This design comes from an exercise in tuning for small area on the open sky130 flow, not from production work. The RTL was checked by simulation tests, not by an equivalence proof against the original design. Power figures rest on the tool's default switching activity, not on a simulated workload.

===== design.v =====
`default_nettype none
module main(clk, buttons, init_cells, leds, rgb, cols, rows);
input wire clk;
input wire [1:0] buttons;
input wire [63:0] init_cells;
output logic [1:0] leds;
output logic [2:0] rgb;
output logic [7:0] cols;
output logic [7:0] rows;
logic [63:0] cells;
logic [7:0] game_lo;       
logic game_hi;             
logic [2:0] display_counter;
logic [2:0] x;
logic [2:0] todo;          
logic [7:0] first_old;     
logic [7:0] prev_old;      
logic rst, load, step, adv;
always_comb begin
  rst = buttons[0];
  load = buttons[0] | buttons[1];
  step = game_hi;
  adv = display_counter[2];
end
always_comb begin
  leds[0] = buttons[0] ^ buttons[1];
  leds[1] = buttons[0] & buttons[1];
  rgb[0] = ~( buttons[0] & ~buttons[1]);
  rgb[1] = ~(~buttons[0] &  buttons[1]);
  rgb[2] = ~( buttons[0] &  buttons[1]);
end
logic [2:0] t;
logic [7:0] dt;
logic [7:0] w0, w1, w2;
integer j;
always_comb begin
  t = x + {2'd0, adv};
  dt = 8'd1 << t;
  w0 = 8'd0; w1 = 8'd0; w2 = 8'd0;
  for (j = 0; j < 8; j = j + 1) begin
    w0 = w0 | ({8{dt[(j+1)%8]}} & cells[8*j +: 8]);
    w1 = w1 | ({8{dt[j]}} & cells[8*j +: 8]);
    w2 = w2 | ({8{dt[(j+7)%8]}} & cells[8*j +: 8]);
  end
  rows = ~(adv ? w0 : w1);
  cols = 8'd1 << x;
end
logic [7:0] above, below, center, next_row;
logic [7:0] u0, u1;      
logic [9:0] v0, v1;      
logic l0, lc, hs, hc;
logic [3:0] tot, nb;
integer k;
always_comb begin
  center = w1;
  if (dt[0]) above = 8'd0;
  else if (step) above = w0;
  else above = prev_old;
  if (dt[7]) below = 8'd0;
  else if (!step && (todo == 3'd1)) below = first_old;
  else below = w2;
  v0[0] = 1'b0; v1[0] = 1'b0; v0[9] = 1'b0; v1[9] = 1'b0;
  for (k = 0; k < 8; k = k + 1) begin
    u0[k] = above[k] ^ below[k];
    u1[k] = above[k] & below[k];
    v0[k+1] = u0[k] ^ center[k];
    v1[k+1] = u1[k] | (u0[k] & center[k]);
  end
  for (k = 0; k < 8; k = k + 1) begin
    l0 = v0[k] ^ v0[k+2] ^ u0[k];
    lc = (v0[k] & v0[k+2]) | (u0[k] & (v0[k] ^ v0[k+2]));
    hs = v1[k] ^ v1[k+2] ^ u1[k];
    hc = (v1[k] & v1[k+2]) | (u1[k] & (v1[k] ^ v1[k+2]));
    next_row[k] = ~hc & (hs ^ lc) & (l0 | center[k]);
  end
end
logic [7:0] game_lo_next;
logic game_lo_last;
always_comb begin
  game_lo_next = {game_lo[6:0], game_lo[7] ^ game_lo[5] ^ game_lo[4] ^ game_lo[3] ^ (game_lo[6:0] == 7'd0)};
  game_lo_last = (game_lo == 8'h80);
end
logic upd;
logic [7:0] we, hold;
always_comb begin
  upd = ~load & (step | (adv & (todo != 3'd0)));
  we = dt & {8{upd}};
  hold = ~we & {8{~load}};
end
always_ff @(posedge clk) begin
  if (rst) begin
    game_lo <= 8'd0;
    game_hi <= 1'b0;
    display_counter <= 3'd0;
    x <= 3'd0;
  end else begin
    game_lo <= step ? 8'd0 : game_lo_next;
    game_hi <= ~step & game_lo_last;
    display_counter <= adv ? 3'd0 : display_counter + 3'd1;
    x <= t;
  end
  for (int y = 0; y < 8; y++)
    cells[8*y +: 8] <= (init_cells[8*y +: 8] & {8{load}}) | (next_row & {8{we[y]}})
                     | (cells[8*y +: 8] & {8{hold[y]}});
  if (load) todo <= 3'd0;
  else if (step) todo <= 3'd7;
  else if (adv && (todo != 3'd0)) todo <= todo - 3'd1;
  if (step) first_old <= w1;
  if (step | adv) prev_old <= w1;
end
endmodule
`default_nettype wire

===== flow/run.sh =====
#!/bin/bash
# Layout flow: the standard flow (standard.sh), with these changes:
#  - synthesis maps the logic with the area-oriented ABC script in
#    flow/abc_area.script instead of ORFS's speed script (the registers are
#    mapped before ABC runs, so they are the standard synthesis's);
#  - synthesis leaves the adders to ABC (no full/half-adder cell extraction);
#  - the port buffers are sky130_fd_sc_hd__buf_1 cells;
#  - clock tree synthesis adds no dummy loads.
# Each step's full output goes to a log file in the work folder.
set -euo pipefail
W=$PWD
cat > "$W/area_synth.tcl" <<EOF
proc abc {args} {
  set i [lsearch -exact \$args -script]
  if {\$i >= 0} { set args [lreplace \$args \$i [expr {\$i + 1}] -script $W/flow/abc_area.script] }
  yosys abc {*}\$args
}
source $W/synth_recipe.tcl
EOF
sed "s#SYNTH_SCRIPT=[^ ]*#SYNTH_SCRIPT=$W/area_synth.tcl#" standard.sh > area_standard.sh
grep -q "SYNTH_SCRIPT=$W/area_synth.tcl" area_standard.sh
export ADDER_MAP_FILE=
export CTS_ARGS="-sink_clustering_enable -repair_clock_nets -dont_use_dummy_load -buf_list sky130_fd_sc_hd__clkbuf_8"
export BUFFER_PORTS_ARGS="-buffer_cell sky130_fd_sc_hd__buf_1"
bash area_standard.sh synth > "$W/synth.log" 2>&1
bash area_standard.sh > "$W/layout.log" 2>&1
test -f out/final.def

===== flow/abc_area.script =====
strash
dc2
dc2
dch -f
map -a
strash
dch -f
map -a
topo

===== standard.sh =====
#!/bin/bash
# synth_recipe.tcl (not shown) runs the flow's synth.tcl, then flattens the netlist and writes it again
# the make line also repeats each setting of config.mk as NAME=value (left out here)
make -C /OpenROAD-flow-scripts/flow DESIGN_CONFIG=/design/flow/config.mk WORK_HOME=/design/flow/orfs CLKGATE_MAP_FILE= SYNTH_SCRIPT=/design/flow/synth_recipe.tcl "${@:-finish}"

===== config.mk =====
export PLATFORM = sky130hd
export DESIGN_NAME = main
export DESIGN_NICKNAME = main
export VERILOG_FILES = /design/flow/design.v
export SDC_FILE = /design/flow/constraint.sdc
export NUM_CORES = 4
export LEC_CHECK = 0
export CAP_MARGIN = 5
export CORE_MARGIN = 2
export CORE_UTILIZATION = 55
export CTS_BUF_LIST = sky130_fd_sc_hd__clkbuf_8
export GPL_TIMING_DRIVEN = 0
export PLACE_DENSITY = 0.7
export SLEW_MARGIN = 5

===== constraint.sdc =====
create_clock -name core_clock -period 7.0 [get_ports {clk}]
set_input_delay 1.4000 -clock core_clock [delete_from_list [all_inputs] [get_ports {clk}]]
set_output_delay 1.4000 -clock core_clock [all_outputs]
set_load 0.01 [all_outputs]

==> impl_metrics.ini, run 1 <==
[status]
status = no timing/DRC/antenna violations

[synthesis]
synth_adder_area_share_pct = 0
synth_cell_types = 28
netlist_area_um2 = 5465
synth_nets = 813
ys_ff_latch = 98
synth_compound_area_share_pct = 32.21
yosysMostFrequentCell = nor2_1
synth_top_family_by_area = compound AO/OA/AOI/OAI gates
syn_inst = 746
synth-edff-count = 16
syn_avg_cell_area_um2 = 7.326
netlist_top_cells_count = nor2_1 (115), clkinv_1 (105), nand2_1 (103), o21ai_0 (94), a22oi_1 (90)
synth-xor-area-share_pct = 3.045
yosysTopAreaCell = dfxtp_1
synth_seq_area_share_pct = 38.83
synthMuxAreaShare_pct = 0
yosys_warnings = 1
synth_flop_cell = dfxtp_1
synth_area_leaders = dfxtp_1 (30%), a22oi_1 (12%), edfxtp_1 (8.8%)
synth-simple-area-share_pct = 18.70
async_reset_ff_share_pct = 0
synth_top_area_share_pct = 30.04

[placed_design]
gp_congestion = 0.9829
hpwl_mm = 13.97
place_area_um2 = 6071
port_buffers = 87

[cts]
postCtsSetupBuffers = 0
cts_buffer_depth = 2
cts_hold_buf = 0
root_buffer = clkbuf_8
cts.htree.levels = 3
cts_buffers = 9
insertion_delay_ps = 370
cts_tree = built
clock-sinks = 98
path_clk_slew_ps = 100

[global_routing]
grt_pass1_wl_mm = 28.92
grt_pass1_vias = 5651
grt_overflow = 0
antenna_found_initial = 0
grt_max_degree = 53
track_usage_pct = 33.90

[drt]
via_count = 6210
drtIter0Drc = 599
drtAntennaViolNets = 0
viasPerCell = 6.324
drc = 0
drt_pre_antenna_iters = 6
avgRoutedWirePerCell_um = 18.80
drt_wl_total_mm = 18.46

[finish]
synthToLayoutAreaGrowth_pct = 13.44
antenna_cells = 0
fin_nets = 918
drive_gt1_share_pct = 3.298
final_area_um2 = 6200
final_core_util_pct = 63.72

[timing]
slew-limit-headroom_pct = 35.00
min_period_ps = 6347
tightest_slew_ps = 973.7
finalHoldViolCount = 0
fin_crit_sh_pct = 90.68
setup_viol = 0
rsz0062_at_grt = no
skew_ps = 20.49
max_freq_ghz = 0.1575
whs_ps = 429.8
finalSetupTns_ps = 0
slew_viol_final = 0

[worst_setup_path]
crit_family = simple AND/OR/NAND/NOR gates
crit_type = flip-flop to flip-flop
arrival_ps = 6570
slowest_stage = nor2_2
r2r-start = display_counter[2]
cp-start-kind = flip-flop
crit_path_max_fanout = 17
reg2reg_depth = 24
cp.required_ps = 7220
crit_chain = clkinv_1, nor2_1, nand2_1, nand2_1, nand2_1, nor2_2, clkinv_1, o22ai_1, a221oi_1, o2111a_1, a21oi_1, o21ai_0, nor2_1, clkinv_1, nand2_1, nor2_1, nor2_1, clkinv_1, nand2_1, nand2_1, o21ai_0, xor2_1, o221ai_1, o21ai_0
timing.critical_path.to_type = flip-flop
critPathBufInv = 4
r2r_slack_ps = 650
critPathLaunch = display_counter[2]
r2r_end = cells[41]
endpoint = cells[41]
cp_slowest_stage_delay_ps = 690
cpMostUsedCell = nand2_1
crit_cells = 24

[die]
die-area_um2 = 10750
num_rows = 36
fp.dieH_um = 103.7
io_pins = 88
start_util_pct = 56.17
die_x_um = 103.7
core_area_um2 = 9729

[job]
cap_violations = 0

[pwr]
peakVddDrop_mv = 0.1385
p_leak_nw = 2.199
p_per_area_nw_per_um2 = 209.4
power_mw = 1.298

[min_path]
hold_class = flip-flop to flip-flop
[cell usage in the layout (no fill, tap or decap), drive strengths merged]
cell / netlist / layout
a211oi: 4 / 4
nand4: 4 / 4
a221oi: 16 / 16
nor3: 21 / 21
o22ai: 12 / 12
o221ai: 12 / 12
o2111a: 1 / 1
o211ai: 7 / 7
a31oi: 4 / 4
a21boi: 1 / 1
clkinv: 105 / 105
nor2: 115 / 115
edfxtp: 16 / 16
xor2: 14 / 14
dfxtp: 82 / 82
nor3b: 1 / 1
a2111oi: 1 / 1
xnor2: 5 / 5
o21ai: 94 / 94
nand2: 103 / 103
nor4: 3 / 3
buf: 0 / 94
a21oi: 19 / 19
clkbuf: 0 / 9
or2: 2 / 2
nand3: 7 / 7
o2111ai: 5 / 5
a22o: 1 / 1
a22oi: 90 / 90
o211a: 1 / 1
[per-stage QoR]
step | cells | worst slack [ps]
2_1_floorplan | 746 | 2119
5_1_grt | 982 | 171.1
6_report | 982 | 652.6
3_5_place_dp | 973 | 399.6
3_3_place_gp | 966 | -71.48
4_1_cts | 982 | 359.1
[where the power goes]
group | switching [mW] | total [mW] | internal (mW)
registers | 0.0346 | 0.646 | 0.611
logic | 0.241 | 0.355 | 0.114
clock network | 0.181 | 0.297 | 0.116
[worst reg2reg max path: cells and delay by family, from the launching register on]
kind	cells	cell delay, ps
AO/OA/AOI/OAI	8	1920
XOR/XNOR	1	120
buffers and inverters	4	1340
flip-flops	1	600
AND/OR/NAND/NOR	11	2210
[final cells by class]
cell class	count	area (µm²)
Fill cell	918	3530
Multi-Input combinational cell	543	2982
Sequential cell	98	2122
Timing Repair Buffer	94	410.4
Inverter	105	395.4
Tap cell	133	166.4
Clock buffer	9	123.9
[flip-flops by register name, summed over array words and instances (netlist names)]
name / cells
prev_old: 8
first_old: 8
display_counter: 3
game_hi: 1
game_lo: 8
x: 3
cells: 64
todo: 3
[worst min path at each step]
stage / start / depth (start not counted) / slack (ps) / to
4_1_cts: game_lo[2] / 2 / 430 / game_lo[3]
6_report: game_lo[0] / 2 / 430 / game_lo[1]
3_5_place_dp: game_lo[2] / 2 / 420 / game_lo[3]
5_1_grt: display_counter[0] / 1 / 460 / display_counter[0]
3_3_place_gp: game_lo[6] / 2 / 410 / game_lo[7]
2_1_floorplan: game_lo[6] / 2 / 400 / game_lo[7]
[timing repair]
| action | in CTS | in global routing |
|---|---|---|
| endpoints found under the hold margin | 0 | 0 |
| resized for setup | 0 | 2 |
| setup endpoints to repair | 0 | 21 |
[kinds of logic (layout without fill, tap and decap cells)]
logic type             Yosys count  count (layout)
XOR/XNOR                        19              19
buffers and inverters          105             208
AND/OR/NAND/NOR                256             256
flip-flops                      98              98
AO/OA/AOI/OAI                  268             268
[routing by layer]
layer	vias up	share of wire [%]	wire, µm	global-route usage, %
met2	409	45	8373	54.87
met1	2837	40	7389	43.82
li1	2901	-	-	-
met5	-	0	0	0
met3	63	10	1867	6.419
met4	0	4.5	830	16.02
==> run 2, diff against run 1 <==
--- a/config.mk
+++ b/config.mk
@@ -9,6 +9,6 @@
 export CORE_MARGIN = 2
-export CORE_UTILIZATION = 55
+export CORE_UTILIZATION = 40
 export CTS_BUF_LIST = sky130_fd_sc_hd__clkbuf_8
 export GPL_TIMING_DRIVEN = 0
-export PLACE_DENSITY = 0.7
+export PLACE_DENSITY = 0.6
 export SLEW_MARGIN = 5
==> run 2 against run 1 <==
Effect of this change: non-clock buffer count decreased by 1; design area is 0.71% higher; cell count is 4.3% higher; critical path depth unchanged; die area grew 36%; via count is 1.6% lower; routed wire length increased by 4.6%; critical endpoint is now cells[49].
==> impl_metrics.ini, run 2 <==
[synthesis]
yosysTopAreaCell = dfxtp_1
yosysMostFrequentCell = nor2_1
synth_seq_area_share_pct = 38.83
synth_nets = 813
synth_flop_cell = dfxtp_1
syn_inst = 746
syn_avg_cell_area_um2 = 7.326
netlist_area_um2 = 5465
synth_area_leaders = dfxtp_1 (30%), a22oi_1 (12%), edfxtp_1 (8.8%)
netlist_top_cells_count = nor2_1 (115), clkinv_1 (105), nand2_1 (103), o21ai_0 (94), a22oi_1 (90)
ys_ff_latch = 98
synth_top_area_share_pct = 30.04
yosys_warnings = 1
synth_cell_types = 28
synth-edff-count = 16
async_reset_ff_share_pct = 0

[drt]
drtIter0Drc = 667
avgRoutedWirePerCell_um = 18.86
drc = 0
wl_met2_mm = 8.975
dr_wl_met3_mm = 1.471
highest-signal-layer = met4
viasPerCell = 5.969
wl_met1_mm = 8.391
drt_wl_total_mm = 19.31
drt_pre_antenna_iters = 8
via_count = 6112
drtAntennaViolNets = 0

[global_routing]
track_usage_pct = 26.61
grt_pass1_vias = 5670
grt_max_degree = 43
grt_overflow = 0
grt_pass1_wl_mm = 30.09
antenna_found_initial = 0

[worst_setup_path]
r2r-start = display_counter[2]
crit_path_max_fanout = 17
slowest_stage = nor2_2
r2r_end = cells[49]
timing.critical_path.to_type = flip-flop
cp_slowest_stage_delay_ps = 700
cp.required_ps = 7220
critPathLaunch = display_counter[2]
cpMostUsedCell = nand2_1
cp-start-kind = flip-flop
reg2reg_depth = 24
r2r_slack_ps = 660
crit_chain = clkinv_1, nor2_1, nand2_1, nand2_1, nand2_1, nor2_2, clkinv_1, o22ai_1, a221oi_1, o2111a_1, a21oi_1, o21ai_0, nor2_1, clkinv_1, nand2_1, nor2_1, nor2_1, clkinv_1, nand2_1, nand2_1, o21ai_0, xor2_1, o221ai_1, o21ai_0
crit_type = flip-flop to flip-flop
arrival_ps = 6560

[finish]
final_cell_mix = nor2_1 (112), clkinv_1 (103), nand2_1 (103)
drive_gt1_share_pct = 3.302
synthToLayoutAreaGrowth_pct = 14.24
largest_register_ffs = 64
fin_nets = 917
final_area_um2 = 6243
final_common_cell = nor2_1
antenna_cells = 0
top_register = cells
final_core_util_pct = 46.96

[cts]
cts_buffers = 9
post_cts_resized = 0
cts_buffer_depth = 2
path_clk_slew_ps = 90
insertion_delay_ps = 380
cts_tree = built
root_buffer = clkbuf_8
cts_hold_buf = 0
clock-sinks = 98
postCtsSetupBuffers = 0
cts.htree.levels = 3

[timing]
fin_crit_sh_pct = 90.55
timing.final.ws_setup_ps = 661.7
slew-limit-headroom_pct = 27.55
tightest_slew_ps = 1085
setup_viol = 0
skew_ps = 19.68
slew_viol_final = 0
min_period_ps = 6338
max_freq_ghz = 0.1578
rsz0062_at_grt = no
finalHoldViolCount = 0

[placed_design]
hpwl_mm = 14.66
port_buffers = 87
place_area_um2 = 6106
post-place-ws_ps = 270.5
gp_congestion = 0.9312

[pwr]
peakVddDrop_mv = 0.1232
p_per_area_nw_per_um2 = 208.1
p_leak_nw = 2.190

[min_path]
hold_path.startpoint = game_lo[6]
hold_class = flip-flop to flip-flop
worstHoldPathCells = 2
hold-path-endpoint = game_lo[7]

[die]
die-area_um2 = 14610
core_area_um2 = 13300
num_rows = 42
io_pins = 88
fp.dieH_um = 120.9
start_util_pct = 41.11
die_x_um = 120.9

[status]
status = no timing/DRC/antenna violations

[job]
cap_violations = 0
run 2: kinds of logic after synthesis:
logic type / share of synthesized area, %
AO/OA/AOI/OAI: 32.21
XOR/XNOR: 3.045
buffers and inverters: 7.212
flip-flops: 38.83
AND/OR/NAND/NOR: 18.70
run 2: final cells by class:
| cell class | instances | area, µm² |
|---|---|---|
| fill | 1347 | 7052 |
| multi-input combinational | 543 | 2987 |
| sequential | 98 | 2122 |
| inverter | 105 | 399.1 |
| timing repair buffer | 93 | 391.6 |
| tap | 176 | 220.2 |
| clock buffer | 9 | 123.9 |
run 2: worst max path at each step:
stage / end / slack [ps] / cells after the start
floorplan: cells[17] / 2120 / 21
global placement: cells[49] / -110 / 23
detailed placement: cells[49] / 270 / 24
CTS: cells[49] / 210 / 24
global route: cells[43] / 240 / 24
finish: cells[49] / 660 / 24
run 2: stage by stage:
step	TNS, ps	hold WS, ps	total power, mW	instances
after floorplan	0	402.1	0.8830	746
after global placement	-1725	407.3	0.9891	1009
after detailed placement	0	414.1	1.005	1015
after CTS	0	427.1	1.303	1024
after global routing	0	450.0	1.371	1024
final	0	423.7	1.299	1024
run 2: report_power, final:
part           internal [mW]  switching [mW]
Combinational          0.113           0.242
Sequential             0.611          0.0346
Clock                  0.116           0.183
Total                  0.840           0.459
run 2: per-layer routing:
| layer | global-route usage, % | up-vias |
|---|---|---|
| met5 | 0 | - |
| met4 | 9.012 | 0 |
| met3 | 4.793 | 43 |
| met2 | 42.70 | 279 |
| met1 | 36.06 | 2904 |
| li1 | - | 2886 |
run 2: critical path, delay by kind of cell, from the launching register on:
family / cells / cell delay [ps]
simple gates: 11 / 2240
compound gates: 8 / 1790
buf+inv: 4 / 1400
flops: 1 / 630
xor+xnor: 1 / 110
==> run 3, diff against run 2 <==
--- a/config.mk
+++ b/config.mk
@@ -7,3 +7,3 @@
 export LEC_CHECK = 0
-export CAP_MARGIN = 5
+export CAP_MARGIN = 0
 export CORE_MARGIN = 2
@@ -13,2 +13,2 @@
 export PLACE_DENSITY = 0.6
-export SLEW_MARGIN = 5
+export SLEW_MARGIN = 0
==> run 3 against run 2 <==
Effect of this change: still clean on timing, DRC and antenna; synthesized cell count unchanged; total power increased by 0.34%; global-route usage rose by 0.36 points; cell count is the same; via count is 0.54% lower; clock skew increased by 1.1 ps; clock-buffer cell count is the same; highest routed layer unchanged.
==> impl_metrics.ini, run 3 <==
[worst_setup_path]
timing.critical_path.to_type = flip-flop
cpMostUsedCell = nand2_1
r2r_slack_ps = 510
crit_chain = clkinv_1, nor2_1, nand2_1, nand2_1, nand2_1, nor2_2, clkinv_1, o22ai_1, a221oi_1, o2111a_1, a21oi_1, o21ai_0, nor2_1, clkinv_1, nand2_1, nor2_1, nor2_1, clkinv_1, nand2_1, nand2_1, o21ai_0, xor2_1, o221ai_1, o21ai_0
critPathBufInv = 4
cp.required_ps = 7220
arrival_ps = 6710
cp-start-kind = flip-flop
crit_family = simple AND/OR/NAND/NOR gates
crit_type = flip-flop to flip-flop
slowest_stage = nor2_2
cp_slowest_stage_delay_ps = 740
crit_path_max_fanout = 17

[placed_design]
gp_congestion = 0.9312
place_area_um2 = 6125
port_buffers = 87
hpwl_mm = 14.62

[synthesis]
syn_avg_cell_area_um2 = 7.326
synth_cell_types = 28
synth_area_leaders = dfxtp_1 (30%), a22oi_1 (12%), edfxtp_1 (8.8%)
yosysMostFrequentCell = nor2_1
synth_seq_area_share_pct = 38.83
synth-edff-count = 16
netlist_top_cells_count = nor2_1 (115), clkinv_1 (105), nand2_1 (103), o21ai_0 (94), a22oi_1 (90)
async_reset_ff_share_pct = 0
yosys_warnings = 1
synth_top_area_share_pct = 30.04
yosysTopAreaCell = dfxtp_1
synth_nets = 813
netlist_area_um2 = 5465
syn_inst = 746
synth_flop_cell = dfxtp_1
ys_ff_latch = 98

[drt]
viasPerCell = 5.937
avgRoutedWirePerCell_um = 19.02
drc = 0
via_count = 6079
drtAntennaViolNets = 0
drt_pre_antenna_iters = 6
drt_wl_total_mm = 19.48
drtIter0Drc = 609

[timing]
slew-limit-headroom_pct = 29.70
skew_ps = 20.76
setup_viol = 0
max_freq_ghz = 0.1541
fin_crit_sh_pct = 92.73
rsz0062_at_grt = no
tightest_slew_ps = 1053
slew_viol_final = 0
finalHoldViolCount = 0
min_period_ps = 6491

[status]
status = no timing/DRC/antenna violations

[die]
fp.dieH_um = 120.9
io_pins = 88
die_x_um = 120.9
num_rows = 42
die-area_um2 = 14610
core_area_um2 = 13300
start_util_pct = 41.11

[pwr]
clkPwrFrac_pct = 23.2
peakVddDrop_mv = 0.09129
power_mw = 1.303
p_int_mw = 0.8407
p_per_area_nw_per_um2 = 208.1
seqPwrFrac_pct = 49.5
switching_share_pct = 35.50
switchingPower_mw = 0.4628
p_leak_nw = 2.196
pwr-share-comb_pct = 27.3

[cts]
root_buffer = clkbuf_8
cts_buffer_depth = 2
cts_tree = built
clock-sinks = 98
path_clk_slew_ps = 90
cts.htree.levels = 3
cts_buffers = 9
postCtsSetupBuffers = 0
cts_hold_buf = 0
insertion_delay_ps = 390
post_cts_resized = 0

[job]
cap_violations = 0

[finish]
top_register = cells
final_cell_mix = nor2_1 (112), clkinv_1 (103), nand2_1 (103)
antenna_cells = 0
fin_nets = 917
synthToLayoutAreaGrowth_pct = 14.58
final_common_cell = nor2_1
final_area_um2 = 6262
largest_register_ffs = 64
drive_gt1_share_pct = 3.302

[global_routing]
antenna_found_initial = 0
grt_overflow = 0
grt_max_degree = 70
grt_pass1_wl_mm = 30.33
track_usage_pct = 26.97
grt_pass1_vias = 5643

[min_path]
hold_class = flip-flop to flip-flop
run 3: tightest hold or removal path, cell delays in order (launching register included):
cell,delay (ps)
dfxtp_1,320
clkinv_1,40
nor2_1,30
run 3: metrics by stage:
stage          setup TNS [ps]  setup slack (ps)  hold WS, ps  instances  util, %
5_1_grt                     0             89.76        444.5       1024    47.10
2_1_floorplan               0              2119        402.1        746        -
4_1_cts                     0             173.4        427.6       1024    47.00
3_5_place_dp                0             225.5        414.5       1015    46.07
6_report                    0             509.1        427.4       1024    47.10
3_3_place_gp            -1725            -114.0        407.3       1009    45.22
run 3: path summary, 6_finish.rpt:
kind                      to  cells past startpoint               start
setup reg to reg   cells[49]                     24  display_counter[2]
hold reg to reg   game_lo[7]                      2          game_lo[6]
setup / recovery   cells[49]                     24  display_counter[2]
hold / removal    game_lo[7]                      2          game_lo[6]
run 3: layer usage:
| metal | track usage, % | vias to the layer above | share of wire [%] |
|---|---|---|---|
| li1 | - | 2903 | - |
| met1 | 36.40 | 2813 | 43 |
| met2 | 42.87 | 328 | 46 |
| met3 | 4.887 | 35 | 8.9 |
| met4 | 10.25 | 0 | 2.2 |
| met5 | 0 | - | 0 |
run 3: kinds of logic (layout without fill, tap and decap cells):
logic type,count (synthesis),count (layout),share of synthesized area [%]
buf+inv,105,207,7.212
compound gates,268,268,32.21
xor+xnor,19,19,3.045
simple gates,256,256,18.70
flops,98,98,38.83
run 3: power groups by stage:
stage	Sequential [mW]	Combinational (mW)	Clock, mW
2_1_floorplan	0.646	0.237	0
3_3_place_gp	0.656	0.333	0
3_5_place_dp	0.657	0.349	0
4_1_cts	0.644	0.350	0.309
5_1_grt	0.650	0.391	0.335
6_report	0.645	0.356	0.302
run 3: layout make-up:
cell class	instances	area, µm²
multi-input cells	543	2987
flip-flops and latches	98	2122
clock buffers	9	123.9
well taps	176	220.2
fillers	1315	7033
repair buffers	93	410.4
inverters	105	399.1
==> run 4, diff against run 3 <==
--- a/design.v
+++ b/design.v
@@ -42,3 +42,3 @@
     w1 = w1 | ({8{dt[j]}} & cells[8*j +: 8]);
-    w2 = w2 | ({8{dt[(j+7)%8]}} & cells[8*j +: 8]);
+    if (j > 0) w2 = w2 | ({8{dt[j-1]}} & cells[8*j +: 8]);
   end
@@ -58,4 +58,3 @@
   else above = prev_old;
-  if (dt[7]) below = 8'd0;
-  else if (!step && (todo == 3'd1)) below = first_old;
+  if (!step && (todo == 3'd1) && !dt[7]) below = first_old;
   else below = w2;
--- a/config.mk
+++ b/config.mk
@@ -7,3 +7,3 @@
 export LEC_CHECK = 0
-export CAP_MARGIN = 0
+export CAP_MARGIN = 5
 export CORE_MARGIN = 2
@@ -12,3 +12,3 @@
 export GPL_TIMING_DRIVEN = 0
-export PLACE_DENSITY = 0.6
-export SLEW_MARGIN = 0
+export PLACE_DENSITY = 0.8
+export SLEW_MARGIN = 5
==> run 4 against run 3 <==
Effect of this change: still clean on timing, DRC and antenna; sequential cell count is the same; clock-buffer cell count stayed put; combinational power is 2% higher; synthesized cell count shrank 3.4%.
==> impl_metrics.ini, run 4 <==
[finish]
seq_area_um2 = 2122
nFillCells = 1365
final_cell_mix = clkinv_1 (104), a22oi_1 (95), o21ai_0 (94)
drive_gt1_share_pct = 3.163
fin_nets = 891
top_register = cells
synthToLayoutAreaGrowth_pct = 14.11
final_common_cell = clkinv_1
multiInputGateArea_um2 = 2923
antenna_cells = 0
largest_register_ffs = 64

[timing]
slew_viol_final = 0
slew-limit-headroom_pct = 25.67
finalSetupTns_ps = 0
finalHoldViolCount = 0
setup_viol = 0
fin_crit_sh_pct = 89.80
min_period_ps = 6286
timing.final.ws_setup_ps = 714.1
skew_ps = 28.07
rsz0062_at_grt = no
max_freq_ghz = 0.1591
tightest_slew_ps = 1113

[global_routing]
grt_pass1_wl_mm = 27.95
grt_overflow = 0
grt_max_degree = 51
track_usage_pct = 24.50
antenna_found_initial = 0
grt_pass1_vias = 5571

[worst_setup_path]
cp.required_ps = 7210
r2r_slack_ps = 710
cp-start-kind = flip-flop
timing.critical_path.to_type = flip-flop
crit_type = flip-flop to flip-flop
crit_path_max_fanout = 17
arrival_ps = 6500

[cts]
insertion_delay_ps = 380
path_clk_slew_ps = 100
cts_hold_buf = 0
cts_tree = built
postCtsSetupBuffers = 0
cts.htree.levels = 3
clock-sinks = 98
cts_buffers = 9
cts_buffer_depth = 2
root_buffer = clkbuf_8
post_cts_resized = 0

[drt]
avgRoutedWirePerCell_um = 17.85
drt_wl_total_mm = 17.81
drt_pre_antenna_iters = 6
drtAntennaViolNets = 0
viasPerCell = 6.000
via_count = 5988
drc = 0
drtIter0Drc = 669

[synthesis]
synth_seq_area_share_pct = 39.23
async_reset_ff_share_pct = 0
synth_cell_types = 30
yosysMostFrequentCell = clkinv_1
syn_inst = 721
netlist_top_cells_count = clkinv_1 (105), a22oi_1 (95), o21ai_0 (94), nand2_1 (92), nor2_1 (87)
synth_nets = 788
yosysTopAreaCell = dfxtp_1
syn_avg_cell_area_um2 = 7.502
synth_top_area_share_pct = 30.35
netlist_area_um2 = 5409
ys_ff_latch = 98
synth_area_leaders = dfxtp_1 (30%), a22oi_1 (13%), edfxtp_1 (8.9%)
yosys_warnings = 1
synth-edff-count = 16
synth_flop_cell = dfxtp_1

[pwr]
clkPwrFrac_pct = 22.7
seqPwrFrac_pct = 49.5
pwr-share-comb_pct = 27.8
p_per_area_nw_per_um2 = 211.5
p_int_mw = 0.8476
switching_share_pct = 35.07
p_leak_nw = 2.156
peakVddDrop_mv = 0.1116
power_mw = 1.305
switchingPower_mw = 0.4577

[placed_design]
hpwl_mm = 13.58
post-place-ws_ps = 783.8
port_buffers = 87
gp_congestion = 0.9730

[die]
die-area_um2 = 14470
start_util_pct = 40.84
fp.dieH_um = 120.3
num_rows = 42
die_x_um = 120.3
io_pins = 88
core_area_um2 = 13240

[min_path]
hold_class = flip-flop to flip-flop

[job]
cap_violations = 0

[status]
status = no timing/DRC/antenna violations
run 4: cell count changes after synthesis, moves of 3 or more:
cell | before | now
a2111oi_0 | 1 | 6
a211oi_1 | 4 | 1
a21oi_1 | 19 | 26
a221oi_1 | 16 | 9
a22oi_1 | 90 | 95
a31oi_1 | 4 | 0
nand2_1 | 103 | 92
nand3_1 | 7 | 12
nor2_1 | 115 | 87
nor3_1 | 21 | 15
o2111ai_1 | 5 | 2
o22ai_1 | 12 | 20
xnor2_1 | 5 | 9
run 4: layer usage:
| layer | share of wire, % | GRT usage (%) | vias to the layer above |
|---|---|---|---|
| li1 | - | - | 2826 |
| met1 | 42 | 32.54 | 2790 |
| met2 | 46 | 39.81 | 328 |
| met3 | 8.9 | 3.821 | 44 |
| met4 | 3.2 | 10.10 | 0 |
| met5 | 0 | 0 | - |
run 4: logic make-up (layout without fill, tap and decap cells):
logic type,Yosys count,after routing,synth area share (%)
fa+ha+maj,2,2,0.3701
simple gates,214,214,15.87
flops,98,98,39.23
xor+xnor,22,22,3.562
buf+inv,105,206,7.287
compound gates,280,280,33.68
run 4: critical path, stage by stage (launching register included):
cell      delay, ps
dfxtp_1         730
clkinv_1        390
nor2_1          230
nand2_1         110
xor2_1          220
nor3_2          800
clkinv_1        630
o22ai_1         330
a21oi_1          70
o211ai_1         90
a221oi_1        110
nand2_1         100
o211ai_1        120
nor2_1          190
clkinv_1        120
nand2_1         140
xor2_1          280
clkinv_1        150
nand2_1          80
nand2_1          80
o31ai_1         320
nor2_1           80
o221ai_1        580
o21ai_0         180
run 4: final timing paths:
| kind | from | endpoint | depth (start not counted) |
|---|---|---|---|
| max | display_counter[2] | cells[4] | 23 |
| min | game_lo[6] | game_lo[7] | 2 |
| max reg2reg | display_counter[2] | cells[4] | 23 |
| min reg2reg | game_lo[6] | game_lo[7] | 2 |
run 4: final cells by class:
type / instances / area share, %
tap: 176 / 3.568
clock buffer: 9 / 2.007
timing repair buffer: 92 / 6.284
inverter: 105 / 6.406
multi-input combinational: 518 / 47.35
sequential: 98 / 34.38
run 4: per-stage QoR:
| stage | hold WS [ps] | instances | utilization (%) | instance area (µm²) |
|---|---|---|---|---|
| floorplan | 402.1 | 721 | - | 5409 |
| detailed placement | 418.2 | 989 | 45.65 | 6046 |
| global placement | 410.1 | 984 | 44.97 | 5956 |
| finish | 428.8 | 998 | 46.61 | 6172 |
| CTS | 432.4 | 998 | 46.59 | 6170 |
| global route | 462.3 | 998 | 46.61 | 6172 |
run 4: power groups by stage:
stage | registers [mW] | clock network, mW | logic (mW)
6_report | 0.646 | 0.296 | 0.363
3_3_place_gp | 0.657 | 0 | 0.349
4_1_cts | 0.645 | 0.298 | 0.357
5_1_grt | 0.650 | 0.316 | 0.401
3_5_place_dp | 0.658 | 0 | 0.355
2_1_floorplan | 0.646 | 0 | 0.248
==> run 5, diff against run 4 <==
--- a/config.mk
+++ b/config.mk
@@ -11,4 +11,5 @@
 export CTS_BUF_LIST = sky130_fd_sc_hd__clkbuf_8
+export GPL_ROUTABILITY_DRIVEN = 0
 export GPL_TIMING_DRIVEN = 0
-export PLACE_DENSITY = 0.8
+export PLACE_DENSITY = 0.6
 export SLEW_MARGIN = 5
==> run 5 against run 4 <==
Effect of this change: design area increased by 0.18%; still clean; fmax decreased by 0.56%; combinational power increased by 1%; worst setup slack got worse by 36 ps.
==> impl_metrics.ini, run 5 <==
[synthesis]
async_reset_ff_share_pct = 0
netlist_top_cells_count = clkinv_1 (105), a22oi_1 (95), o21ai_0 (94), nand2_1 (92), nor2_1 (87)
syn_inst = 721
synth-edff-count = 16
synth_flop_cell = dfxtp_1
synthMuxAreaShare_pct = 0
synth_top_area_share_pct = 30.35
yosysMostFrequentCell = clkinv_1
synth_area_leaders = dfxtp_1 (30%), a22oi_1 (13%), edfxtp_1 (8.9%)
ys_ff_latch = 98
synth-simple-area-share_pct = 15.87
netlist_area_um2 = 5409
synth_adder_area_share_pct = 0.3701
syn_avg_cell_area_um2 = 7.502
synth-xor-area-share_pct = 3.562
synth_nets = 788
synth_cell_types = 30
synth_compound_area_share_pct = 33.68
yosys_warnings = 1
yosysTopAreaCell = dfxtp_1
synth_seq_area_share_pct = 39.23
synth_top_family_by_area = compound AO/OA/AOI/OAI gates

[cts]
clock-sinks = 98
cts_buffer_depth = 2
cts_buffers = 9
cts_tree = built
cts.htree.levels = 3
root_buffer = clkbuf_8
path_clk_slew_ps = 90
postCtsSetupBuffers = 0
insertion_delay_ps = 390

[placed_design]
port_buffers = 87
hpwl_mm = 14.25
place_area_um2 = 6057
dp.cells = 990

[worst_setup_path]
reg2reg_depth = 25
cp.required_ps = 7230
r2r-start = display_counter[2]
critPathLaunch = display_counter[2]
cp-start-kind = flip-flop
timing.critical_path.to_type = flip-flop
crit_path_max_fanout = 17
crit_type = flip-flop to flip-flop
arrival_ps = 6550

[global_routing]
grt_max_degree = 45
grt_pass1_vias = 5545
grt_overflow = 0
grt_pass1_wl_mm = 29.32
antenna_found_initial = 0
track_usage_pct = 26.00

[timing]
finalHoldViolCount = 0
setup_viol = 0
tightest_slew_ps = 1126
finalSetupTns_ps = 0
rsz0062_at_grt = no
skew_ps = 39.61
fin_crit_sh_pct = 90.31
min_period_ps = 6322
max_freq_ghz = 0.1582
slew-limit-headroom_pct = 23.01
slew_viol_final = 0

[job]
cap_violations = 0

[pwr]
p_leak_nw = 2.162
p_per_area_nw_per_um2 = 213.1
peakVddDrop_mv = 0.1087
power_mw = 1.318

[die]
start_util_pct = 40.84
io_pins = 88
die-area_um2 = 14470
core_area_um2 = 13240
fp.dieH_um = 120.3
die_x_um = 120.3
num_rows = 42

[finish]
drive_gt1_share_pct = 3.281
final_area_um2 = 6183
top_register = cells
fin_nets = 892
final_common_cell = clkinv_1
final_cell_mix = clkinv_1 (104), a22oi_1 (95), o21ai_0 (94)
stdcell_count = 999
synthToLayoutAreaGrowth_pct = 14.32
largest_register_ffs = 64
antenna_cells = 0

[drt]
drc = 0
drt_wl_total_mm = 18.89
drt_pre_antenna_iters = 6
wl_met1_mm = 8.397
via_count = 5945
highest-signal-layer = met4
drtAntennaViolNets = 0
viasPerCell = 5.951
avgRoutedWirePerCell_um = 18.90
dr_wl_met3_mm = 1.418
drtIter0Drc = 657
wl_met2_mm = 8.602

[min_path]
hold_class = flip-flop to flip-flop
worstHoldPathCells = 2
hold_path.startpoint = game_lo[6]

[status]
status = no timing/DRC/antenna violations
-- run 5: cell counts after synthesis --
No cell type changed its count.
-- run 5: where the power goes --
part | switching, mW | internal (mW) | leakage, nW
Clock | 0.186 | 0.116 | 0.0647
Combinational | 0.248 | 0.121 | 1.27
Sequential | 0.0363 | 0.612 | 0.831
-- run 5: per-layer routing --
layer,up-vias,GRT usage [%]
li1,2826,-
met1,2767,35.25
met2,305,42.83
met3,47,3.538
met4,0,8.648
met5,-,0
-- run 5: metrics by stage --
step | hold slack (ps) | util (%) | setup slack, ps
6_report | 426.9 | 46.69 | 678.5
5_1_grt | 447.4 | 46.69 | 98.77
4_1_cts | 429.0 | 46.67 | 390.1
3_5_place_dp | 414.7 | 45.74 | 402.9
3_3_place_gp | 414.5 | 44.97 | -460.8
2_1_floorplan | 402.1 | - | 2103
-- run 5: critical path, cell delays in order, from the launching register on --
cell and delay (ps):
dfxtp_1 770, clkinv_1 410, nor2_1 220, nand2_1 110, xor2_1 360, clkinv_1 140, nor2_2 240, buf_8 230
clkinv_1 490, o22ai_1 330, a21oi_1 70, o211ai_1 120, a221oi_1 110, nand2_1 100, o211ai_1 120, nor2_1 190
clkinv_1 120, nand2_1 140, xor2_1 290, clkinv_1 150, nand2_1 80, nand2_1 80, o31ai_1 330, nor2_1 70
o221ai_1 700, o21ai_0 180
-- run 5: final cells by class --
class                           instances  area (µm²)
Clock buffer                            9       123.9
Fill cell                            1342        7059
Inverter                              105       395.4
Multi-Input combinational cell        518        2923
Sequential cell                        98        2122
Tap cell                              176       220.2
Timing Repair Buffer                   93       399.1
-- run 5: worst paths after layout --
check | end | slack [ps]
setup / recovery | cells[52] | 680
hold / removal | game_lo[7] | 430
setup reg to reg | cells[52] | 680
hold reg to reg | game_lo[7] | 430
-- run 5: timing repair --
item	4_1_cts	5_1_grt
resized for setup	0	1
endpoints found under the setup margin	0	9
hold endpoints to repair	0	0
hold buffers	0	0
-- run 5: kinds of logic after synthesis --
| logic type | Yosys count |
|---|---|
| AO/OA/AOI/OAI | 280 |
| XOR/XNOR | 22 |
| adder cells (fa/ha/maj) | 2 |
| buffers and inverters | 105 |
| flip-flops | 98 |
| AND/OR/NAND/NOR | 214 |
==> run 6, diff against run 5 <==
--- a/config.mk
+++ b/config.mk
@@ -11,3 +11,2 @@
 export CTS_BUF_LIST = sky130_fd_sc_hd__clkbuf_8
-export GPL_ROUTABILITY_DRIVEN = 0
 export GPL_TIMING_DRIVEN = 0
==> run 6 against run 5 <==
Effect of this change: still clean on timing, DRC and antenna; clock skew decreased by 21 ps; global-route usage grew 0.65 points; die area stayed put; via count shrank 0.20%; synthesized cell count unchanged.
==> impl_metrics.ini, run 6 <==
[status]
status = no timing/DRC/antenna violations

[global_routing]
track_usage_pct = 26.65
grt.busiest_layer = met2
grtUsageMet3_pct = 5.189
grt_max_degree = 47
antenna_found_initial = 0
grt_pass1_wl_mm = 29.75
grt_util_met1_pct = 33.86
grt_overflow = 0
grt_pass1_vias = 5623
grtUsageMet2_pct = 43.71

[die]
num_rows = 42
io_pins = 88
core_area_um2 = 13240
start_util_pct = 40.84
fp.dieH_um = 120.3
die_x_um = 120.3
die-area_um2 = 14470

[synthesis]
syn_inst = 721
syn_avg_cell_area_um2 = 7.502
yosysTopAreaCell = dfxtp_1
ys_ff_latch = 98
synth_top_area_share_pct = 30.35
yosys_warnings = 1
synth-edff-count = 16
netlist_area_um2 = 5409
synth_nets = 788
synth_area_leaders = dfxtp_1 (30%), a22oi_1 (13%), edfxtp_1 (8.9%)
synth_cell_types = 30
netlist_top_cells_count = clkinv_1 (105), a22oi_1 (95), o21ai_0 (94), nand2_1 (92), nor2_1 (87)
synth_flop_cell = dfxtp_1
synth_seq_area_share_pct = 39.23
async_reset_ff_share_pct = 0
yosysMostFrequentCell = clkinv_1

[drt]
viasPerCell = 5.939
via_count = 5933
drtIter0Drc = 608
avgRoutedWirePerCell_um = 19.08
drc = 0
drt_pre_antenna_iters = 5
drt_wl_total_mm = 19.06
drtAntennaViolNets = 0

[worst_setup_path]
r2r_end = cells[60]
r2r-start = display_counter[2]
crit_chain = clkinv_1, nor2_1, nand2_1, nand2_1, nand2_1, nor2_2, clkinv_1, o221ai_1, a2111oi_0, a21oi_1, o21ai_0, or2_2, nand2_1, nand2_1, nand2_1, clkinv_1, nand2_1, nand2_1, o31ai_1, nor2_1, o221ai_1, o21ai_0
crit_path_max_fanout = 17
cpMostUsedCell = nand2_1
timing.critical_path.to_type = flip-flop
cp-start-kind = flip-flop
crit_type = flip-flop to flip-flop
r2r_slack_ps = 680
cp_slowest_stage_delay_ps = 770
reg2reg_depth = 22
slowest_stage = o221ai_1
cp.required_ps = 7220
arrival_ps = 6540

[cts]
cts.htree.levels = 3
insertion_delay_ps = 380
postCtsSetupBuffers = 0
cts_buffer_depth = 2
path_clk_slew_ps = 80
cts_buffers = 9
cts_hold_buf = 0
root_buffer = clkbuf_8
clock-sinks = 98
cts_tree = built
post_cts_resized = 0

[timing]
tightest_slew_ps = 1040
fin_crit_sh_pct = 90.23
max_freq_ghz = 0.1583
rsz0062_at_grt = no
skew_ps = 18.86
timing.final.ws_setup_ps = 683.9
slew-limit-headroom_pct = 28.86
min_period_ps = 6316
whs_ps = 426.7
slew_viol_final = 0
finalSetupTns_ps = 0
setup_viol = 0
finalHoldViolCount = 0

[placed_design]
gp_congestion = 0.9298
hpwl_mm = 14.67
port_buffers = 87
post-place-ws_ps = 191.1

[min_path]
hold-path-endpoint = game_lo[7]
hold_class = flip-flop to flip-flop
worstHoldPathCells = 2
hold_path.startpoint = game_lo[6]

[finish]
antenna_cells = 0
drive_gt1_share_pct = 3.281
final_cell_mix = clkinv_1 (104), a22oi_1 (95), o21ai_0 (94)
top_register = cells
largest_register_ffs = 64
final_core_util_pct = 46.69
synthToLayoutAreaGrowth_pct = 14.32
fin_nets = 892
final_common_cell = clkinv_1

[job]
cap_violations = 0

[pwr]
power_mw = 1.313
p_leak_nw = 2.162
peakVddDrop_mv = 0.1779
p_per_area_nw_per_um2 = 212.3
==> run 6: cells by family (layout without fill, tap and decap cells) <==
| logic type | count (synthesis) | count (layout) | synth area share, % |
|---|---|---|---|
| and+or+nand+nor | 214 | 214 | 15.87 |
| AOI/OAI and AO/OA | 280 | 280 | 33.68 |
| xor gates and xnor gates | 22 | 22 | 3.562 |
| buffers and inverters | 105 | 207 | 7.287 |
| adders and majority gates | 2 | 2 | 0.3701 |
| DFF | 98 | 98 | 39.23 |
==> run 6: layer usage <==
metal | vias to the layer above | routed length [µm]
li1 | 2830 | -
met1 | 2771 | 8288
met2 | 287 | 8764
met3 | 45 | 1315
met4 | 0 | 689
met5 | - | 0
==> run 6: critical path, delay by kind of cell (launching register included) <==
| kind | cells | cell delay (ps) |
|---|---|---|
| AOI/OAI and AO/OA | 7 | 2040 |
| buffers and inverters | 3 | 1070 |
| and+or+nand+nor | 12 | 2320 |
| DFF | 1 | 730 |
==> run 6: worst max-delay path by stage <==
| stage | startpoint | to | depth (start not counted) |
|---|---|---|---|
| 2_1_floorplan | display_counter[2] | cells[12] | 23 |
| 3_3_place_gp | display_counter[2] | cells[4] | 24 |
| 3_5_place_dp | display_counter[2] | cells[36] | 22 |
| 4_1_cts | display_counter[2] | cells[60] | 22 |
| 5_1_grt | display_counter[2] | cells[60] | 22 |
| 6_report | display_counter[2] | cells[60] | 22 |
==> run 6: per-stage QoR <==
step / cell area [µm²] / instances
4_1_cts: 6181 / 999
3_5_place_dp: 6057 / 990
2_1_floorplan: 5409 / 721
6_report: 6183 / 999
5_1_grt: 6183 / 999
3_3_place_gp: 5956 / 984
==> run 6: where the power goes <==
part / switching (mW) / internal [mW] / leakage, nW / total, mW
Sequential: 0.0360 / 0.611 / 0.831 / 0.647
Clock: 0.177 / 0.115 / 0.0647 / 0.292
Combinational: 0.253 / 0.121 / 1.27 / 0.373
Total: 0.466 / 0.848 / 2.16 / 1.31
==> run 6: area by class of cell <==
cell class,count,area [µm²]
fill,1355,7059
timing repair buffer,93,399.1
clock buffer,9,123.9
inverter,105,395.4
tap,176,220.2
sequential,98,2122
multi-input combinational,518,2923
==> run 7, diff against run 6 <==
--- a/config.mk
+++ b/config.mk
@@ -7,3 +7,3 @@
 export LEC_CHECK = 0
-export CAP_MARGIN = 5
+export CAP_MARGIN = 20
 export CORE_MARGIN = 2
@@ -13,2 +13,2 @@
 export PLACE_DENSITY = 0.6
-export SLEW_MARGIN = 5
+export SLEW_MARGIN = 20
==> run 7 against run 6 <==
Effect of this change: critical endpoint unchanged; largest cell class unchanged; cell count up 0.10%; register-to-register slack better by 210 ps; critical path depth is 3 higher.
==> impl_metrics.ini, run 7 <==
[die]
die_x_um = 120.3
core_area_um2 = 13240
io_pins = 88
die-area_um2 = 14470
fp.dieH_um = 120.3
start_util_pct = 40.84
num_rows = 42

[pwr]
peakVddDrop_mv = 0.1051
p_leak_nw = 2.165
p_per_area_nw_per_um2 = 213.4

[synthesis]
netlist_top_cells_count = clkinv_1 (105), a22oi_1 (95), o21ai_0 (94), nand2_1 (92), nor2_1 (87)
synth_nets = 788
ys_ff_latch = 98
synth_seq_area_share_pct = 39.23
yosys_warnings = 1
synth_cell_types = 30
syn_inst = 721
netlist_area_um2 = 5409
yosysMostFrequentCell = clkinv_1
synth-edff-count = 16
async_reset_ff_share_pct = 0
yosysTopAreaCell = dfxtp_1
synth_area_leaders = dfxtp_1 (30%), a22oi_1 (13%), edfxtp_1 (8.9%)
syn_avg_cell_area_um2 = 7.502
synth_top_area_share_pct = 30.35
synth_flop_cell = dfxtp_1

[finish]
stdcell_count = 1000
final_common_cell = clkinv_1
nFillCells = 1368
final_area_um2 = 6186
seq_area_um2 = 2122
final_cell_mix = clkinv_1 (104), a22oi_1 (95), o21ai_0 (94)
antenna_cells = 0
top_register = cells
largest_register_ffs = 64
drive_gt1_share_pct = 3.519
fin_nets = 893
synthToLayoutAreaGrowth_pct = 14.36
multiInputGateArea_um2 = 2929

[global_routing]
grtUsageMet3_pct = 3.491
grt_overflow = 0
grt_max_degree = 47
track_usage_pct = 26.43
grt.busiest_layer = met2
grt_util_met1_pct = 34.57
grt_pass1_wl_mm = 29.75
grtUsageMet2_pct = 43.54
antenna_found_initial = 0
grt_pass1_vias = 5609

[job]
cap_violations = 0

[drt]
drtAntennaViolNets = 0
drt_wl_total_mm = 19.11
avgRoutedWirePerCell_um = 19.11
drt_pre_antenna_iters = 6
drc = 0
viasPerCell = 5.934
drtIter0Drc = 506
via_count = 5934

[timing]
skew_ps = 20.21
slew_viol_final = 0
rsz0062_at_grt = no
max_freq_ghz = 0.1637
setup_viol = 0
finalHoldViolCount = 0
tightest_slew_ps = 1072
fin_crit_sh_pct = 87.29
min_period_ps = 6110
finalSetupTns_ps = 0
slew-limit-headroom_pct = 26.65

[placed_design]
place_area_um2 = 6056
dp.cells = 991
hpwl_mm = 14.74
gp_congestion = 0.9298
port_buffers = 87

[worst_setup_path]
crit_path_max_fanout = 17
r2r-start = display_counter[2]
cp-start-kind = flip-flop
cp.required_ps = 7240
timing.critical_path.to_type = flip-flop
r2r_end = cells[60]
r2r_slack_ps = 890
endpoint = cells[60]
arrival_ps = 6350
reg2reg_depth = 25
crit_type = flip-flop to flip-flop
critPathLaunch = display_counter[2]

[cts]
cts_hold_buf = 0
cts.htree.levels = 3
cts_buffers = 9
post_cts_resized = 0
path_clk_slew_ps = 90
root_buffer = clkbuf_8
insertion_delay_ps = 380
cts_buffer_depth = 2
postCtsSetupBuffers = 0
cts_tree = built
clock-sinks = 98

[status]
status = no timing/DRC/antenna violations

[min_path]
hold_path.startpoint = game_lo[6]
hold_class = flip-flop to flip-flop
worstHoldPathCells = 2
run 7: cell count changes in the layout (fill, tap and decap cells not counted):
cell / before / now
buf_4: 2 / 5
buf_6: 2 / 1
buf_8: 1 / 0
o221ai_1: 11 / 10
o221ai_2: 0 / 1
run 7: critical path, cell delays in order (launching register included):
cell and delay [ps]:
dfxtp_1 720, clkinv_1 380, nor2_1 220, nand2_1 100, xor2_1 370, clkinv_1 150, nor2_2 340, buf_6 250
clkinv_1 490, o22ai_1 300, a21oi_1 80, o211ai_1 110, a221oi_1 120, nand2_1 110, o211ai_1 120, nor2_1 190
clkinv_1 130, nand2_1 130, xor2_1 280, clkinv_1 150, nand2_1 80, nand2_1 80, o31ai_1 330, nor2_1 100
o221ai_2 480, o21ai_0 160
run 7: how the worst min path moves through the flow:
stage	to
final	game_lo[7]
after global routing	game_lo[7]
after CTS	game_lo[7]
after detailed placement	game_lo[3]
after global placement	game_lo[7]
after floorplan	game_lo[7]
run 7: final cells by class:
class | instances | share of cell area (%)
multi-input cells | 518 | 47.35
clock buffers | 9 | 2.002
inverters | 105 | 6.392
well taps | 176 | 3.560
flip-flops and latches | 98 | 34.30
repair buffers | 94 | 6.392
run 7: kinds of logic (layout without fill, tap and decap cells):
family          count (synthesis)  after routing  synth area share [%]
compound gates                280            280                 33.68
fa+ha+maj                       2              2                0.3701
simple gates                  214            214                 15.87
flops                          98             98                 39.23
xor+xnor                       22             22                 3.562
buf+inv                       105            208                 7.287
run 7: per-layer routing:
metal / routed length [µm] / share of wire [%]
met4: 635 / 3.3
met5: 0 / 0
met3: 1275 / 6.7
met1: 8361 / 44
met2: 8840 / 46
run 7: report_power, final:
| group | total, mW | internal (mW) | switching (mW) | leakage (nW) |
|---|---|---|---|---|
| clock network | 0.298 | 0.116 | 0.182 | 0.0647 |
| logic | 0.375 | 0.121 | 0.254 | 1.27 |
| registers | 0.647 | 0.611 | 0.0358 | 0.831 |
| total | 1.32 | 0.848 | 0.472 | 2.17 |
run 7: through the flow:
step | util (%) | power, mW | setup WS (ps) | hold slack, ps
3_5_place_dp | 45.73 | 1.027 | 709.3 | 417.0
4_1_cts | 46.66 | 1.317 | 662.2 | 432.8
6_report | 46.71 | 1.320 | 890.0 | 430.4
5_1_grt | 46.71 | 1.386 | 266.1 | 439.4
2_1_floorplan | - | 0.8944 | 2103 | 402.1
3_3_place_gp | 44.97 | 1.015 | -546.7 | 415.6
==> run 8, diff against run 7 <==
--- a/config.mk
+++ b/config.mk
@@ -7,3 +7,3 @@
 export LEC_CHECK = 0
-export CAP_MARGIN = 20
+export CAP_MARGIN = 10
 export CORE_MARGIN = 2
@@ -13,2 +13,2 @@
 export PLACE_DENSITY = 0.6
-export SLEW_MARGIN = 20
+export SLEW_MARGIN = 10
==> run 8 against run 7 <==
Effect of this change: register-to-register slack lost 200 ps; design area hardly changed; still clean; clock skew about the same; first-iteration DRC count increased by 12%; combinational power about the same; clock-buffer cell count stayed put; clock power down 2%; critical path depth fell by 3.
==> impl_metrics.ini, run 8 <==
[synthesis]
synth_area_leaders = dfxtp_1 (30%), a22oi_1 (13%), edfxtp_1 (8.9%)
async_reset_ff_share_pct = 0
yosysMostFrequentCell = clkinv_1
syn_inst = 721
netlist_top_cells_count = clkinv_1 (105), a22oi_1 (95), o21ai_0 (94), nand2_1 (92), nor2_1 (87)
ys_ff_latch = 98
synth_flop_cell = dfxtp_1
synth_top_area_share_pct = 30.35
synth-edff-count = 16
synth_seq_area_share_pct = 39.23
netlist_area_um2 = 5409
yosys_warnings = 1
synth_nets = 788
syn_avg_cell_area_um2 = 7.502
yosysTopAreaCell = dfxtp_1
synth_cell_types = 30

[cts]
insertion_delay_ps = 380
cts_buffer_depth = 2
post_cts_resized = 0
cts_buffers = 9
cts.htree.levels = 3
postCtsSetupBuffers = 0
root_buffer = clkbuf_8
clock-sinks = 98
cts_hold_buf = 0
path_clk_slew_ps = 90
cts_tree = built

[worst_setup_path]
reg2reg_depth = 22
crit_family = simple AND/OR/NAND/NOR gates
crit_path_max_fanout = 17
crit_cells = 22
slowest_stage = dfxtp_1
cp_slowest_stage_delay_ps = 740
timing.critical_path.to_type = flip-flop
crit_chain = clkinv_1, nor2_1, nand2_1, nand2_1, nand2_1, nor2_2, clkinv_1, o221ai_1, a2111oi_0, a21oi_1, o21ai_0, or2_2, nand2_1, nand2_1, nand2_1, clkinv_1, nand2_1, nand2_1, o31ai_1, nor2_1, o221ai_1, o21ai_0
cp.required_ps = 7220
arrival_ps = 6530
critPathBufInv = 3
crit_type = flip-flop to flip-flop
cp-start-kind = flip-flop
cpMostUsedCell = nand2_1

[global_routing]
grt_pass1_wl_mm = 30.08
antenna_found_initial = 0
grt_pass1_vias = 5649
track_usage_pct = 26.86
grt_max_degree = 47
grt_overflow = 0

[status]
status = no timing/DRC/antenna violations

[drt]
viasPerCell = 5.926
drt_pre_antenna_iters = 5
drtIter0Drc = 567
drt_wl_total_mm = 19.19
drc = 0
drtAntennaViolNets = 0
via_count = 5926
avgRoutedWirePerCell_um = 19.19

[pwr]
seqPwrFrac_pct = 49.4
clkPwrFrac_pct = 22.2
p_leak_nw = 2.167
switchingPower_mw = 0.4646
peakVddDrop_mv = 0.1422
p_per_area_nw_per_um2 = 212.0
pwr-share-comb_pct = 28.4
p_int_mw = 0.8474
switching_share_pct = 35.41

[placed_design]
hpwl_mm = 14.70
gp_congestion = 0.9298
place_area_um2 = 6061
port_buffers = 87
post-place-ws_ps = 233.9

[die]
fp.dieH_um = 120.3
start_util_pct = 40.84
core_area_um2 = 13240
die_x_um = 120.3
num_rows = 42
io_pins = 88
die-area_um2 = 14470

[timing]
min_period_ps = 6311
whs_ps = 426.9
timing.final.ws_setup_ps = 688.7
setup_viol = 0
finalHoldViolCount = 0
slew-limit-headroom_pct = 25.41
slew_viol_final = 0
rsz0062_at_grt = no
finalSetupTns_ps = 0
fin_crit_sh_pct = 90.16
tightest_slew_ps = 1091
skew_ps = 20.58
max_freq_ghz = 0.1584

[finish]
final_cell_mix = clkinv_1 (104), a22oi_1 (95), o21ai_0 (94)
final_area_um2 = 6187
multiInputGateArea_um2 = 2923
drive_gt1_share_pct = 3.398
final_common_cell = clkinv_1
largest_register_ffs = 64
synthToLayoutAreaGrowth_pct = 14.39
fin_nets = 893
nFillCells = 1366
antenna_cells = 0
seq_area_um2 = 2122
top_register = cells
final_core_util_pct = 46.72

[min_path]
worstHoldPathCells = 2
hold_class = flip-flop to flip-flop

[job]
cap_violations = 0
[run 8: cell counts after synthesis]
Identical to the previous run, type by type.
[run 8: per-stage QoR]
stage                     instances  total power, mW
final                          1000            1.312
after global placement          984            1.015
after floorplan                 721           0.8944
after detailed placement        991            1.027
after global routing           1000            1.385
after CTS                      1000            1.317
[run 8: kinds of logic after synthesis]
group / count (synthesis) / share of synthesized area [%]
compound gates: 280 / 33.68
xor+xnor: 22 / 3.562
fa+ha+maj: 2 / 0.3701
buf+inv: 105 / 7.287
flops: 98 / 39.23
simple gates: 214 / 15.87
[run 8: final timing paths]
| check | startpoint | end | slack, ps |
|---|---|---|---|
| max reg2reg | display_counter[2] | cells[36] | 690 |
| min | game_lo[0] | game_lo[1] | 430 |
| max | display_counter[2] | cells[36] | 690 |
| min reg2reg | game_lo[0] | game_lo[1] | 430 |
[run 8: area by class of cell]
type	count	share of cell area, %
clock buffer	9	2.002
multi-input combinational	518	47.24
timing repair buffer	94	6.512
inverter	105	6.390
tap	176	3.559
sequential	98	34.30
[run 8: routing by layer]
metal  wire, µm  GRT usage, %  part of all wire (%)  vias to the layer above
met2       8936         43.75                    47                      273
li1           -             -                     -                     2832
met5          0             0                     0                        -
met3       1212         5.094                   6.3                       51
met4        649         12.72                   3.4                        0
met1       8392         34.35                    44                     2770
[run 8: power groups by stage]
| stage | registers, mW | clock network (mW) | logic, mW |
|---|---|---|---|
| 6_report | 0.648 | 0.291 | 0.373 |
| 5_1_grt | 0.651 | 0.323 | 0.411 |
| 3_3_place_gp | 0.658 | 0 | 0.357 |
| 2_1_floorplan | 0.646 | 0 | 0.248 |
| 3_5_place_dp | 0.658 | 0 | 0.369 |
| 4_1_cts | 0.646 | 0.300 | 0.371 |
[run 8: worst reg2reg max path, cell delays in order (launching register included)]
cell       delay, ps
dfxtp_1          740
clkinv_1         390
nor2_1           220
nand2_1          100
nand2_1          190
nand2_1          130
nor2_2           660
clkinv_1         550
o221ai_1         310
a2111oi_0        160
a21oi_1          200
o21ai_0          130
or2_2            370
nand2_1          150
nand2_1           70
nand2_1          160
clkinv_1         110
nand2_1          110
nand2_1           90
o31ai_1          320
nor2_1            80
o221ai_1         730
o21ai_0          190
==> run 9, diff against run 8 <==
--- a/flow/run.sh
+++ b/flow/run.sh
@@ -22,3 +22,3 @@
 export ADDER_MAP_FILE=
-export CTS_ARGS="-sink_clustering_enable -repair_clock_nets -dont_use_dummy_load -buf_list sky130_fd_sc_hd__clkbuf_8"
+export CTS_ARGS="-sink_clustering_enable -repair_clock_nets -dont_use_dummy_load -buf_list sky130_fd_sc_hd__clkbuf_16 -sink_clustering_size 50 -sink_clustering_max_diameter 500"
 export BUFFER_PORTS_ARGS="-buffer_cell sky130_fd_sc_hd__buf_1"
--- a/config.mk
+++ b/config.mk
@@ -7,3 +7,3 @@
 export LEC_CHECK = 0
-export CAP_MARGIN = 10
+export CAP_MARGIN = 5
 export CORE_MARGIN = 2
@@ -13,2 +13,2 @@
 export PLACE_DENSITY = 0.6
-export SLEW_MARGIN = 10
+export SLEW_MARGIN = 5
==> run 9 against run 8 <==
Effect of this change: still clean on timing, DRC and antenna; register-to-register slack worse by 20 ps; first-iteration DRC count grew 11%; total power increased by 9.7%; fmax is 0.38% lower; largest power group unchanged.
==> impl_metrics.ini, run 9 <==
[timing]
slew_viol_final = 0
setup_viol = 0
rsz0062_at_grt = no
slew-limit-headroom_pct = 28.12
skew_ps = 13.16
finalHoldViolCount = 0
min_period_ps = 6336
finalSetupTns_ps = 0
fin_crit_sh_pct = 90.51
timing.final.ws_setup_ps = 664.3
tightest_slew_ps = 1051
max_freq_ghz = 0.1578

[cts]
cts.htree.levels = 3
clock-sinks = 98
cts_tree = built
cts_hold_buf = 0
path_clk_slew_ps = 60
insertion_delay_ps = 350
cts_buffers = 9
postCtsSetupBuffers = 0
root_buffer = clkbuf_16
post_cts_resized = 0
cts_buffer_depth = 2

[worst_setup_path]
cp.required_ps = 7190
arrival_ps = 6520
cp-start-kind = flip-flop
crit_path_max_fanout = 17
r2r-start = display_counter[2]
crit_type = flip-flop to flip-flop
reg2reg_depth = 22
critPathLaunch = display_counter[2]
timing.critical_path.to_type = flip-flop

[finish]
antenna_cells = 0
fin_nets = 892
top_register = cells
synthToLayoutAreaGrowth_pct = 16.19
final_core_util_pct = 47.46
final_common_cell = clkinv_1
drive_gt1_share_pct = 3.281
final_cell_mix = clkinv_1 (104), a22oi_1 (95), o21ai_0 (94)
nFillCells = 1343
largest_register_ffs = 64
final_area_um2 = 6285

[drt]
drtIter0Drc = 630
drtAntennaViolNets = 0
via_count = 5977
drc = 0
drt_wl_total_mm = 19.08
drt_pre_antenna_iters = 5
viasPerCell = 5.983
avgRoutedWirePerCell_um = 19.10

[global_routing]
grt_overflow = 0
antenna_found_initial = 0
grt_pass1_vias = 5566
track_usage_pct = 26.65
grt_pass1_wl_mm = 29.76
grt_max_degree = 47

[synthesis]
synth_seq_area_share_pct = 39.23
yosysTopAreaCell = dfxtp_1
synthMuxAreaShare_pct = 0
async_reset_ff_share_pct = 0
synth_flop_cell = dfxtp_1
synth_top_family_by_area = compound AO/OA/AOI/OAI gates
synth_area_leaders = dfxtp_1 (30%), a22oi_1 (13%), edfxtp_1 (8.9%)
ys_ff_latch = 98
synth_cell_types = 30
syn_inst = 721
synth-edff-count = 16
netlist_top_cells_count = clkinv_1 (105), a22oi_1 (95), o21ai_0 (94), nand2_1 (92), nor2_1 (87)
synth_compound_area_share_pct = 33.68
syn_avg_cell_area_um2 = 7.502
yosys_warnings = 1
synth_top_area_share_pct = 30.35
synth-simple-area-share_pct = 15.87
synth_adder_area_share_pct = 0.3701
synth-xor-area-share_pct = 3.562
synth_nets = 788
netlist_area_um2 = 5409
yosysMostFrequentCell = clkinv_1

[job]
cap_violations = 0

[placed_design]
hpwl_mm = 14.67
port_buffers = 87
place_area_um2 = 6057
post-place-ws_ps = 191.1
gp_congestion = 0.9298

[die]
num_rows = 42
start_util_pct = 40.84
die-area_um2 = 14470
die_x_um = 120.3
core_area_um2 = 13240
io_pins = 88
fp.dieH_um = 120.3

[min_path]
hold_class = flip-flop to flip-flop
hold_path.startpoint = game_lo[6]
worstHoldPathCells = 2

[pwr]
peakVddDrop_mv = 0.1840
power_mw = 1.439
p_leak_nw = 2.208
p_per_area_nw_per_um2 = 229.0

[status]
status = no timing/DRC/antenna violations
run 9: changes by cell type in the layout (fill, tap and decap cells not counted), sizes merged:
cell  before  now
buf       94   93
run 9: path summary, 6_finish.rpt:
kind                 to  slack, ps
max           cells[60]        660
min          game_lo[7]        420
max reg2reg   cells[60]        660
min reg2reg  game_lo[7]        420
run 9: power breakdown:
part           internal [mW]  switching (mW)  leakage [nW]  total [mW]
Combinational          0.121           0.253          1.27       0.373
Sequential             0.612          0.0363         0.831       0.649
Clock                  0.227           0.191         0.111       0.418
run 9: worst max-delay path: stages (launching register included):
cell and delay, ps:
dfxtp_1 730, clkinv_1 380, nor2_1 220, nand2_1 100, nand2_1 190, nand2_1 130
nor2_2 680, clkinv_1 570, o221ai_1 320, a2111oi_0 160, a21oi_1 170, o21ai_0 130
or2_2 370, nand2_1 140, nand2_1 70, nand2_1 160, clkinv_1 130, nand2_1 110
nand2_1 90, o31ai_1 320, nor2_1 70, o221ai_1 740, o21ai_0 180
run 9: layout make-up:
type / instances / area, µm² / share of cell area [%]
sequential: 98 / 2122 / 33.76
inverter: 105 / 395.4 / 6.291
clock buffer: 9 / 225.2 / 3.584
tap: 176 / 220.2 / 3.504
timing repair buffer: 93 / 399.1 / 6.351
multi-input combinational: 518 / 2923 / 46.51
run 9: stage by stage:
stage	hold WS, ps	cells
3_3_place_gp	415.6	984
3_5_place_dp	415.8	990
6_report	423.8	999
4_1_cts	429.4	999
2_1_floorplan	402.1	721
5_1_grt	434.9	999
run 9: logic make-up (layout without fill, tap and decap cells):
| group | Yosys count | in the layout |
|---|---|---|
| AND/OR/NAND/NOR | 214 | 214 |
| adder cells (fa/ha/maj) | 2 | 2 |
| buffers and inverters | 105 | 207 |
| AO/OA/AOI/OAI | 280 | 280 |
| flip-flops | 98 | 98 |
| XOR/XNOR | 22 | 22 |
run 9: layer usage:
layer  global-route usage [%]  vias up  share of wire [%]
met5                        0        -                  0
met4                    10.03        0                2.9
met2                    44.03      282                 47
met1                    34.18     2818                 43
li1                         -     2833                  -
met3                    5.708       44                6.9

-- afterwards: timing with drivers on the ports --
No port has a modelled driver above. Below, the same layouts with a new extraction and two added sets of constraints.
Step 1 assumes that a clkbuf_16 drives the clock port and a buf_2 every other input.
Step 2 times the ports against the registers' clock, not the clock port: input delays grow and output delays shrink by t, the midpoint of the rising clock arrivals with the driver on.
a / b / c = ideal / step 1 / step 2; a / b = the first two.
| run | t (ns) | setup WS [ns] | clock arrival spread, ns | worst data-port slew with drivers (ns) | cell pins on the clock port's net |
|---|---|---|---|---|---|
| run 1 | 0.395 | 0.653 / 0.653 / 0.653 | 0.021 / 0.021 | 0.04 | 1 |
| run 2 | 0.403 | 0.662 / 0.662 / 0.662 | 0.020 / 0.020 | 0.04 | 1 |
| run 3 | 0.412 | 0.509 / 0.509 / 0.509 | 0.021 / 0.021 | 0.04 | 1 |
| run 4 | 0.402 | 0.714 / 0.714 / 0.714 | 0.029 / 0.029 | 0.04 | 1 |
| run 5 | 0.405 | 0.678 / 0.678 / 0.678 | 0.040 / 0.040 | 0.04 | 1 |
| run 6 | 0.409 | 0.684 / 0.684 / 0.684 | 0.019 / 0.019 | 0.04 | 1 |
| run 7 | 0.401 | 0.890 / 0.890 / 0.890 | 0.021 / 0.020 | 0.04 | 1 |
| run 8 | 0.404 | 0.689 / 0.689 / 0.689 | 0.021 / 0.021 | 0.04 | 1 |
| run 9 | 0.383 | 0.664 / 0.664 / 0.664 | 0.013 / 0.013 | 0.04 | 1 |
After both steps setup and hold are still met in every run listed.
